Context: an optimization exercise on an open-source flow, tuned for small area and a short achievable clock period. The choices shown serve that exercise and are no tape-out recipe. No functional check of the RTL was part of any run shown here. Power and IR drop assume default switching activity.

==> flow/design.v (outline; a module is shown in full before it is edited, if it fits) <==
// module Decoder_Unit: 18 lines
// module ARITHMETIC_UNIT: 1447 lines
// module LOGIC_UNIT: 67 lines
// module CMP_UNIT: 26 lines
// module SHIFT_UNIT: 67 lines
// module ALU_TOP: 68 lines
module ALU_TOP
#(parameter WIDTH = 16)
(
  input wire [WIDTH - 1 : 0]A, B,
  input wire [3 : 0]ALU_FUN,
  input wire CLK, RST,
  output wire [2*WIDTH - 1 : 0]Arith_OUT,
  output wire Carry_OUT,
  output wire Arith_Flag,
  output wire [WIDTH - 1 : 0]Logic_OUT,
  output wire Logic_Flag,
  output wire [1:0]CMP_OUT,
  output wire CMP_Flag,
  output wire [WIDTH - 1 : 0]SHIFT_OUT,
  output wire SHIFT_Flag
);
  // ...
==> flow/run.sh <==
#!/bin/bash
# synth_recipe.tcl (not shown) runs the flow's synth.tcl, then flattens the netlist and writes it again
# the make line also repeats each setting of config.mk as NAME=value (left out here)
make -C /OpenROAD-flow-scripts/flow DESIGN_CONFIG=/design/flow/config.mk WORK_HOME=/design/flow/orfs CLKGATE_MAP_FILE= SYNTH_SCRIPT=/design/flow/synth_recipe.tcl finish
==> flow/config.mk <==
export PLATFORM = sky130hd
export DESIGN_NAME = ALU_TOP
export DESIGN_NICKNAME = ALU_TOP
export VERILOG_FILES = /design/flow/design.v
export SDC_FILE = /design/flow/constraint.sdc
export NUM_CORES = 4
export LEC_CHECK = 0
export ABC_AREA = 1
export CAP_MARGIN = 20
export CORE_MARGIN = 2
export CORE_UTILIZATION = 60
export PLACE_DENSITY = 0.7
export SLEW_MARGIN = 20
==> flow/constraint.sdc <==
create_clock -name core_clock -period 110.0 [get_ports {CLK}]
set_input_delay 22.0000 -clock core_clock [delete_from_list [all_inputs] [get_ports {CLK}]]
set_output_delay 22.0000 -clock core_clock [all_outputs]
set_load 0.01 [all_outputs]
==> key figures, run 1 <==
Final layout
  – Signal inverters: about 350
  – FF+latch area: between 1500 and 2000 um2
  – Sequential portion of the cell area: 9.41%
  – Multi-input gate area: 13400 um2
  – Most flops, register: arth_unit.Arith_OUT
  – Sequential cells: 70

STA
  – RSZ-0062 raised after global routing: no
  – Rel. slew slack: a little under a third
  – Setup-failing EPs final: 0
  – WHS: approximately 22000 ps

Yosys
  – Most frequent cell after synthesis: inv_1
  – Top post-synthesis cells by count: inv_1 (314), nand2_1 (278), xor2_1 (208), ha_1 (166), fa_1 (157)
  – Distinct cells, synth: approximately 70
  – Mux cell area share after synthesis: less than 1%
  – Post-Synthesis Cells: between 2000 and 2500
  – Netlist Area Pre-Place: approximately 17000 um2

Critical path
  – Setup crit end: arth_unit.Arith_OUT[30]
  – Worst setup SP type: primary input
  – Slowest Stage Delay on Critical Path: between 500 and 600 ps
  – Buf/Inv on CP: 24

Global route
  – Met2 Track Usage GR: roughly 52%

Detailed routing
  – Routed WL: 55100 um
  – Met1 wire length: 24400 um
  – Pre-antenna DRT Iters: 6

CTS
  – Post-CTS sizing: 0
  – Clock sinks: 70
  – CTS Root Cell: clkbuf_16

Floorplan
  – Ports: between 100 and 150

Place
  – Pre-CTS setup slack: roughly 54000 ps
  – Buffers on Ports: about 110

Power
  – Leak: 9.28 nW

Outcome
  – Status: timing/DRC/antenna clean
==> run 2, diff against run 1 <==
--- a/flow/config.mk
+++ b/flow/config.mk
@@ -8,6 +8,5 @@
 export ABC_AREA = 1
 export CAP_MARGIN = 20
 export CORE_MARGIN = 2
-export CORE_UTILIZATION = 60
-export PLACE_DENSITY = 0.7
+export CORE_UTILIZATION = 40
 export SLEW_MARGIN = 20
==> run 2 against run 1 <==
Final area increased by 1.4%. Power shrank 6.8%. First-iteration DRC count is 21% lower. Synthesized area did not move. Final cell count is 6.4% higher. Global-route usage is 9.4 points lower. Count of clock-buffer cells in the layout up 1. Critical path depth unchanged. Clock power grew 14%. Non-clock buffer count is 4 higher. Critical endpoint is now arth_unit.Arith_OUT[27].
==> key figures, run 2 <==
Outcome
  – Status: timing/DRC/antenna clean

Place
  – Routability cong.: approximately 0.95
  – HPWL Detailed: between 40000 and 50000 um
  – Buffers on Ports: 108 (unchanged)

Power
  – Pwr dens: ~20 nW/um2
  – Clk pwr share: around 9.1%
  – Reg power frac: 8.3%
  – Comb power frac: between 80% and 90%
  – Sw Share: 53.5%
  – Total net switching power: 198 uW
  – Max VDD drop: roughly 0.031 mV
  – Internal power: between 150 and 200 uW
  – Leak: 9.29 nW (+0.19%)

Critical path
  – Setup crit end: arth_unit.Arith_OUT[27]
  – Critical Path Source: A[1]
  – CP max-delay cell: inv_1
  – Levels on crit path: 210
  – Worst setup SP type: primary input
  – Critical path peak fanout: 28
  – CP Class: primary input to flop
  – Buf/Inv on CP: 24 (unchanged)
  – CP arrival: around 56000 ps
  – Crit path capture type: flop
  – Slowest Stage Delay on Critical Path: 600 ps (+30 ps)
  – CP required: approximately 110000 ps
  – Most Frequent Cell on Critical Path: nand2_1
  – Delay-heaviest family, CP: simple AND/OR/NAND/NOR gates

STA
  – Period utilisation layout: between 50 and 60%
  – Rel. slew slack: 33.7% (+2.7 points)
  – Slew at the pin closest to its max-slew limit: about 990 ps
  – Final Max Slew Viols: 0
  – Period minus WS final: around 56000 ps
  – Hold Vio Cnt, Final: 0
  – Peak Freq: ~18 MHz
  – Setup-failing EPs final: 0 (unchanged)
  – RSZ-0062 raised after global routing: no
  – Final TNS setup: 0 ps

Final layout
  – Most frequent cells in the layout: inv_1 (314), nand2_1 (278), xor2_1 (206)
  – FF+latch area: 1750 um2 (unchanged)
  – Multi-input gate area: 13400 um2 (about the same)
  – Nets: approximately 2600
  – Layout cell share with drive strength beyond 1: ~11%
  – Final Util: 44.8%
  – Most common cell after layout, fill and taps aside: inv_1
  – Number of flip-flops in the largest register: 32
  – Most flops, register: arth_unit.Arith_OUT
  – Total of fill cells in the finished design: between 4000 and 5000
  – Largest registers: arth_unit.Arith_OUT x32, logic_unit.Logic_OUT x16, shft_unit.SHIFT_OUT x16
  – Layout area overhead: 9.86%

Yosys
  – Post-Synthesis Cells: 2192 (unchanged)
  – Mapped Nets: approximately 2600
  – Distinct cells, synth: 69 (unchanged)
  – Most frequent cell after synthesis: inv_1
  – Top FF cell, synth: dfrtp_1
  – Post-synthesis sequential area ratio: 10.2%
  – Top cell type by total area after synthesis: fa_1
  – Top post-synthesis cells by count: inv_1 (314), nand2_1 (278), xor2_1 (208), ha_1 (166), fa_1 (157)
  – Netlist Area Pre-Place: 17200 um2 (unchanged)
  – Synth Register Bits: 70
  – FFs w/ async S/R, synth: 100%
  – Syn avg cell area: ~7.8 um2
  – Yosys Warn Count: 5
  – Post-synth top area share: between 10% and 20%
  – Ranking of synthesized cells by area: fa_1 (18%), ha_1 (12%), xor2_1 (11%)
  – Number of synthesized flops with an enable pin: 0

CTS
  – CTS tree: yes
  – Clk buf depth: 2
  – Cts hold-fix bufs: 0
  – Clk slew on worst S/H paths: around 70 ps
  – Postcts setup bufs: 0
  – Post-CTS sizing: 0 (unchanged)
  – CTS buffer count: 9
  – Clock sinks: 70 (unchanged)
  – H-tree Lvls: 3
  – CTS Root Cell: clkbuf_16

Detailed routing
  – Routed WL: 59400 um (+7.8%)
  – Pre-antenna DRT Iters: 7 (+1)
  – DRC viols: 0
  – Antenna viol nets, final: 0
  – DR vias/cell: between 5 and 6
  – First DRT Iteration DRCs: between 1000 and 1500
  – Routed length per instance: roughly 21 um
  – Vias: ~16000

Floorplan
  – Die H: 211 um
  – Die area: 44600 um2
  – Die width: around 210 um
  – Ports: 109 (unchanged)
  – # rows: 75
  – CORE AREA: around 42000 um2
  – Initial core utilization: between 40% and 50%

Worst hold path
  – HP Class: primary input to asynchronous set/reset pin

Global route
  – Initial antenna violation count: 4
  – All-Layer GR Usage: 27.2%
  – Largest net degree at the start of global routing: about 70
  – Number of global-route vias before repair: approximately 16000
  – First-pass GRT wire length: 92500 um
  – GR Overflow Total: 0

Flow run
  – Max-cap violations: 0
[run 2: kinds of logic (layout without fill, tap and decap cells)]
| kind of cell | Yosys count | in the layout | synth area share [%] |
|---|---|---|---|
| AOI/OAI and AO/OA | 502 | 502 | 18.5 |
| xor gates and xnor gates | 250 | 250 | 12.8 |
| adders and majority gates | 323 | 323 | 30.4 |
| buffers and inverters | 475 | 520 | 12.1 |
| DFF | 70 | 70 | 10.2 |
| muxes | 4 | 4 | 0.379 |
| other | 0 | 3 | 0 |
| and+or+nand+nor | 568 | 568 | 15.7 |
[run 2: through the flow]
step	setup slack, ps	total power [mW]	hold WS, ps	std cells	cell area [um2]
after floorplan	60270	0.228	21700	2192	17200
after global placement	55170	0.332	22190	2760	18500
after detailed placement	53800	0.336	22220	2760	18500
after CTS	54140	0.371	21820	2776	18800
after global routing	50520	0.409	21870	2776	18800
final	53790	0.369	21790	2779	18900
[run 2: worst min-delay path by stage]
stage                     start  slack, ps                 endpoint  cells after the start
final                       RST      21790   shft_unit.SHIFT_OUT[2]                      1
after global routing        RST      21870  logic_unit.Logic_OUT[4]                      1
after detailed placement    RST      22220  logic_unit.Logic_OUT[6]                      1
after CTS                   RST      21820   shft_unit.SHIFT_OUT[2]                      1
after global placement      RST      22190  logic_unit.Logic_OUT[4]                      1
after floorplan             RST      21700   arth_unit.Arith_OUT[0]                      0
[run 2: cell type report]
cell class,instances,area share [%]
antenna,3,0.0398
clock buffer,10,1.27
clock inverter,6,0.451
inverter,354,7.15
multi-input combinational,1647,70.9
sequential,70,9.29
tap,539,3.58
timing repair buffer,150,7.37
[run 2: routing by layer]
| metal | wire length (um) | global-route usage, % | share of wire [%] | up-vias |
|---|---|---|---|---|
| met5 | 21 | 0 | 0.035 | - |
| met4 | 1910 | 8.52 | 3.2 | 4 |
| met3 | 4800 | 5.13 | 8.1 | 136 |
| met2 | 27200 | 43.8 | 46 | 695 |
| met1 | 25500 | 36.7 | 43 | 7586 |
| li1 | - | - | - | 7247 |
[run 2: power by group through the flow]
stage / sequential, mW / combinational (mW) / clock (mW)
2_1_floorplan: 0.0326 / 0.195 / 0
3_3_place_gp: 0.0312 / 0.301 / 0
3_5_place_dp: 0.0312 / 0.304 / 0
4_1_cts: 0.0308 / 0.306 / 0.0341
5_1_grt: 0.0311 / 0.343 / 0.0352
6_report: 0.0307 / 0.305 / 0.0336
==> run 3, diff against run 2 <==
==> flow/flow/run.sh (new file) <==
#!/bin/bash
# Layout flow: the standard synthesis and layout, with the resizer's setup
# margin raised so that repair_timing shortens the longest (divider) paths even
# though the clock period is met. Constraints (constraint.sdc) are unchanged.
set -uo pipefail
MARGIN=62
bash standard.sh synth > synth.log 2>&1 || exit 1
bash standard.sh SETUP_SLACK_MARGIN=$MARGIN finish > layout.log 2>&1 || exit 1
==> flow/standard.sh (new file) <==
#!/bin/bash
# synth_recipe.tcl (not shown) runs the flow's synth.tcl, then flattens the netlist and writes it again
# the make line also repeats each setting of config.mk as NAME=value (left out here)
make -C /OpenROAD-flow-scripts/flow DESIGN_CONFIG=/design/flow/config.mk WORK_HOME=/design/flow/orfs CLKGATE_MAP_FILE= SYNTH_SCRIPT=/design/flow/synth_recipe.tcl "${@:-finish}"
removed: flow/run.sh
==> run 3 against run 2 <==
Still clean. Final cell count rose by 9.0%. Count of clock-buffer cells in the layout stayed put. Worst hold slack improved by 13 ps. Critical path type unchanged. Largest cell class unchanged.
==> key figures, run 3 <==
STA
  – Peak Freq: 20.7 MHz (+16%)
  – RSZ-0062 raised after global routing: yes
  – Final Max Slew Viols: 0 (unchanged)
  – Period utilisation layout: 43.9% (-7.2 points)
  – Slew at the pin closest to its max-slew limit: 1060 ps (+68.8 ps)
  – Final TNS setup: 0 ps (unchanged)
  – Setup-failing EPs final: 0 (unchanged)
  – WHS: 21800 ps (+12.8 ps)
  – Hold Vio Cnt, Final: 0 (unchanged)
  – Period minus WS final: 48300 ps (-7910 ps)
  – Rel. slew slack: 29.1% (-4.6 points)

Yosys
  – Syn avg cell area: 7.83 um2 (unchanged)
  – Yosys Warn Count: 5 (unchanged)
  – Top cell type by total area after synthesis: fa_1
  – Ranking of synthesized cells by area: fa_1 (18%), ha_1 (12%), xor2_1 (11%)
  – Top post-synthesis cells by count: inv_1 (314), nand2_1 (278), xor2_1 (208), ha_1 (166), fa_1 (157)
  – Top FF cell, synth: dfrtp_1
  – Distinct cells, synth: 69 (unchanged)
  – Post-synthesis sequential area ratio: 10.2% (unchanged)
  – Mapped Nets: 2553 (unchanged)
  – Netlist Area Pre-Place: 17200 um2 (unchanged)
  – Most frequent cell after synthesis: inv_1
  – Synth Register Bits: 70 (unchanged)
  – FFs w/ async S/R, synth: 100% (unchanged)
  – Post-synth top area share: 18.3% (unchanged)
  – Number of synthesized flops with an enable pin: 0 (unchanged)
  – Post-Synthesis Cells: 2192 (unchanged)

Global route
  – Largest net degree at the start of global routing: 71 (unchanged)
  – Number of global-route vias before repair: 17400 (+9.4%)
  – Global routing usage on met1: 40.5% (+3.8 points)
  – First-pass GRT wire length: 102000 um (+10%)
  – Met3 Use GR: 6.75% (+1.6 points)
  – Met2 Track Usage GR: 46.5% (+2.7 points)
  – Gr busiest metal: met2
  – Initial antenna violation count: 2 (-2)
  – GR Overflow Total: 0 (unchanged)
  – All-Layer GR Usage: 30.3% (+3.1 points)

CTS
  – CTS tree: yes
  – Clk buf depth: 2 (unchanged)
  – CTS buffer count: 9 (unchanged)
  – Cts hold-fix bufs: 0 (unchanged)
  – Clock sinks: 70 (unchanged)
  – H-tree Lvls: 3 (unchanged)
  – CTS Root Cell: clkbuf_16
  – Clk slew on worst S/H paths: 60 ps (about the same)

Detailed routing
  – Antenna viol nets, final: 0 (unchanged)
  – Pre-antenna DRT Iters: 6 (-1)
  – DR vias/cell: 5.75 (+2.1%)
  – DRC viols: 0 (unchanged)
  – Routed length per instance: 22.5 um (+5.2%)
  – First DRT Iteration DRCs: 1833 (+29%)
  – Vias: 17400 (+11%)
  – Routed WL: 68100 um (+15%)

Place
  – Buffers on Ports: 108 (unchanged)
  – Routability cong.: 0.977 (+3.1%)
  – HPWL Detailed: 45100 um (+0.75%)

Critical path
  – Most Frequent Cell on Critical Path: nand2_2
  – Buf/Inv on CP: 34 (+42%)
  – CP Class: primary input to flop
  – CP arrival: 48540 ps (-7910 ps)
  – CP max-delay cell: clkdlybuf4s18_2
  – Slowest Stage Delay on Critical Path: 480 ps (-120 ps)
  – Critical path peak fanout: 14 (-50%)
  – CP required: 110240 ps (about the same)
  – Delay-heaviest family, CP: simple AND/OR/NAND/NOR gates
  – Worst setup SP type: primary input
  – Crit path capture type: flop

Final layout
  – Number of flip-flops in the largest register: 32 (unchanged)
  – Nets: 2845 (+9.7%)
  – Layout area overhead: 30.2%
  – Most flops, register: arth_unit.Arith_OUT
  – Most common cell after layout, fill and taps aside: inv_1
  – Most frequent cells in the layout: inv_1 (293), buf_4 (250), nand2_1 (220)
  – Layout cell share with drive strength beyond 1: 29.7% (+18 points)
  – Largest registers: arth_unit.Arith_OUT x32, logic_unit.Logic_OUT x16, shft_unit.SHIFT_OUT x16

Floorplan
  – Ports: 109 (unchanged)
  – Initial core utilization: 40.7% (unchanged)
  – Die H: 211 um (unchanged)
  – Die area: 44600 um2 (unchanged)
  – CORE AREA: 42100 um2 (unchanged)
  – # rows: 75 (unchanged)
  – Die width: 211 um (unchanged)

Flow run
  – Max-cap violations: 0 (unchanged)

Outcome
  – Status: timing/DRC/antenna clean

Power
  – Max VDD drop: 0.0330 mV (+5.3%)
  – Pwr dens: 18.6 nW/um2 (-5.1%)
  – Leak: 10.9 nW (+17%)

Worst hold path
  – HP Class: primary input to asynchronous set/reset pin
## run 3: layer usage
metal  wire (um)  vias up
met3        6880      214
met4        3500        4
met2       30500      977
met5          15        -
met1       27200     8466
li1            -     7768
## run 3: cell type report
class                      instances  area, um2
multi-input combinational       1653      14600
antenna                            1       2.50
timing repair inverter             3       16.3
clock inverter                     6       61.3
timing repair buffer             393       3530
clock buffer                      10        239
inverter                         354       1450
tap                              539        674
sequential                        70       1750
fill                            3907      19800
## run 3: how the worst max path moves through the flow
stage,startpoint,endpoint,slack [ps],depth (start not counted)
after global placement,A[1],arth_unit.Arith_OUT[30],56480,206
after global routing,A[1],arth_unit.Arith_OUT[25],60310,204
after floorplan,A[1],arth_unit.Arith_OUT[19],62030,212
after CTS,B[5],arth_unit.Arith_OUT[25],62010,209
after detailed placement,A[1],arth_unit.Arith_OUT[31],55280,208
final,A[15],arth_unit.Arith_OUT[27],61700,195
## run 3: cell families (layout without fill, tap and decap cells)
| group | after synthesis | after routing | synth area share, % |
|---|---|---|---|
| AO/OA/AOI/OAI | 502 | 502 | 18.5 |
| AND/OR/NAND/NOR | 568 | 574 | 15.7 |
| other | 0 | 1 | 0 |
| flip-flops | 70 | 70 | 10.2 |
| buffers and inverters | 475 | 766 | 12.1 |
| adder cells (fa/ha/maj) | 323 | 323 | 30.4 |
| multiplexers | 4 | 4 | 0.379 |
| XOR/XNOR | 250 | 250 | 12.8 |
## run 3: timing repair
item                       CTS  global route
setup endpoints to repair   32            32
pin swaps                  100           139
gates cloned                13             0
buffers inserted           173            67
resized for setup          309           150
## run 3: per-stage QoR
stage,worst slack [ps],utilization (%),area [um2],std cells,power [mW]
after floorplan,62030,-,17300,2192,0.229
after CTS,62010,50.7,21400,2961,0.394
final,61700,53.1,22400,3029,0.415
after global placement,56480,44.2,18600,2759,0.326
after detailed placement,55280,44.2,18600,2759,0.331
after global routing,60310,53.0,22400,3028,0.460
## run 3: where the power goes
part	total (mW)	switching [mW]	internal, mW
combinational	0.354	0.202	0.152
sequential	0.0308	0.00151	0.0293
clock	0.0306	0.0125	0.0181

==> port drivers added, routing unchanged <==
In the flow no input, the clock included, has a driving cell. The finished layouts below were timed again as built, in two steps.
Step 1, drivers: a clkbuf_16 drives CLK and a buf_2 each remaining input, both assumed.
Step 2 also shifts input and output timing later by t, the mid clock arrival at the registers, as if the neighbouring blocks saw the same clock.
Slacks: no drivers / after step 1 / after step 2; pairs: no drivers / after step 1.
run | t (ns) | slack for setup (ns) | worst hold slack (ns) | worst setup path after step 2 | worst register clock-pin slew, ns
run 1 | 0.371 | 53.795 / 53.779 / 53.408 | 21.862 / 21.847 / 22.218 | input to register | 0.06 / 0.06
run 2 | 0.411 | 53.787 / 53.791 / 53.380 | 21.790 / 21.773 / 22.184 | input to register | 0.07 / 0.07
run 3 | 0.413 | 61.697 / 61.692 / 61.278 | 21.802 / 21.776 / 22.189 | input to register | 0.07 / 0.07
After both steps setup and hold are still met in every run listed. The setup slack of run 3, which loses most, moves by -0.005 ns with the drivers and by -0.419 ns with both steps.
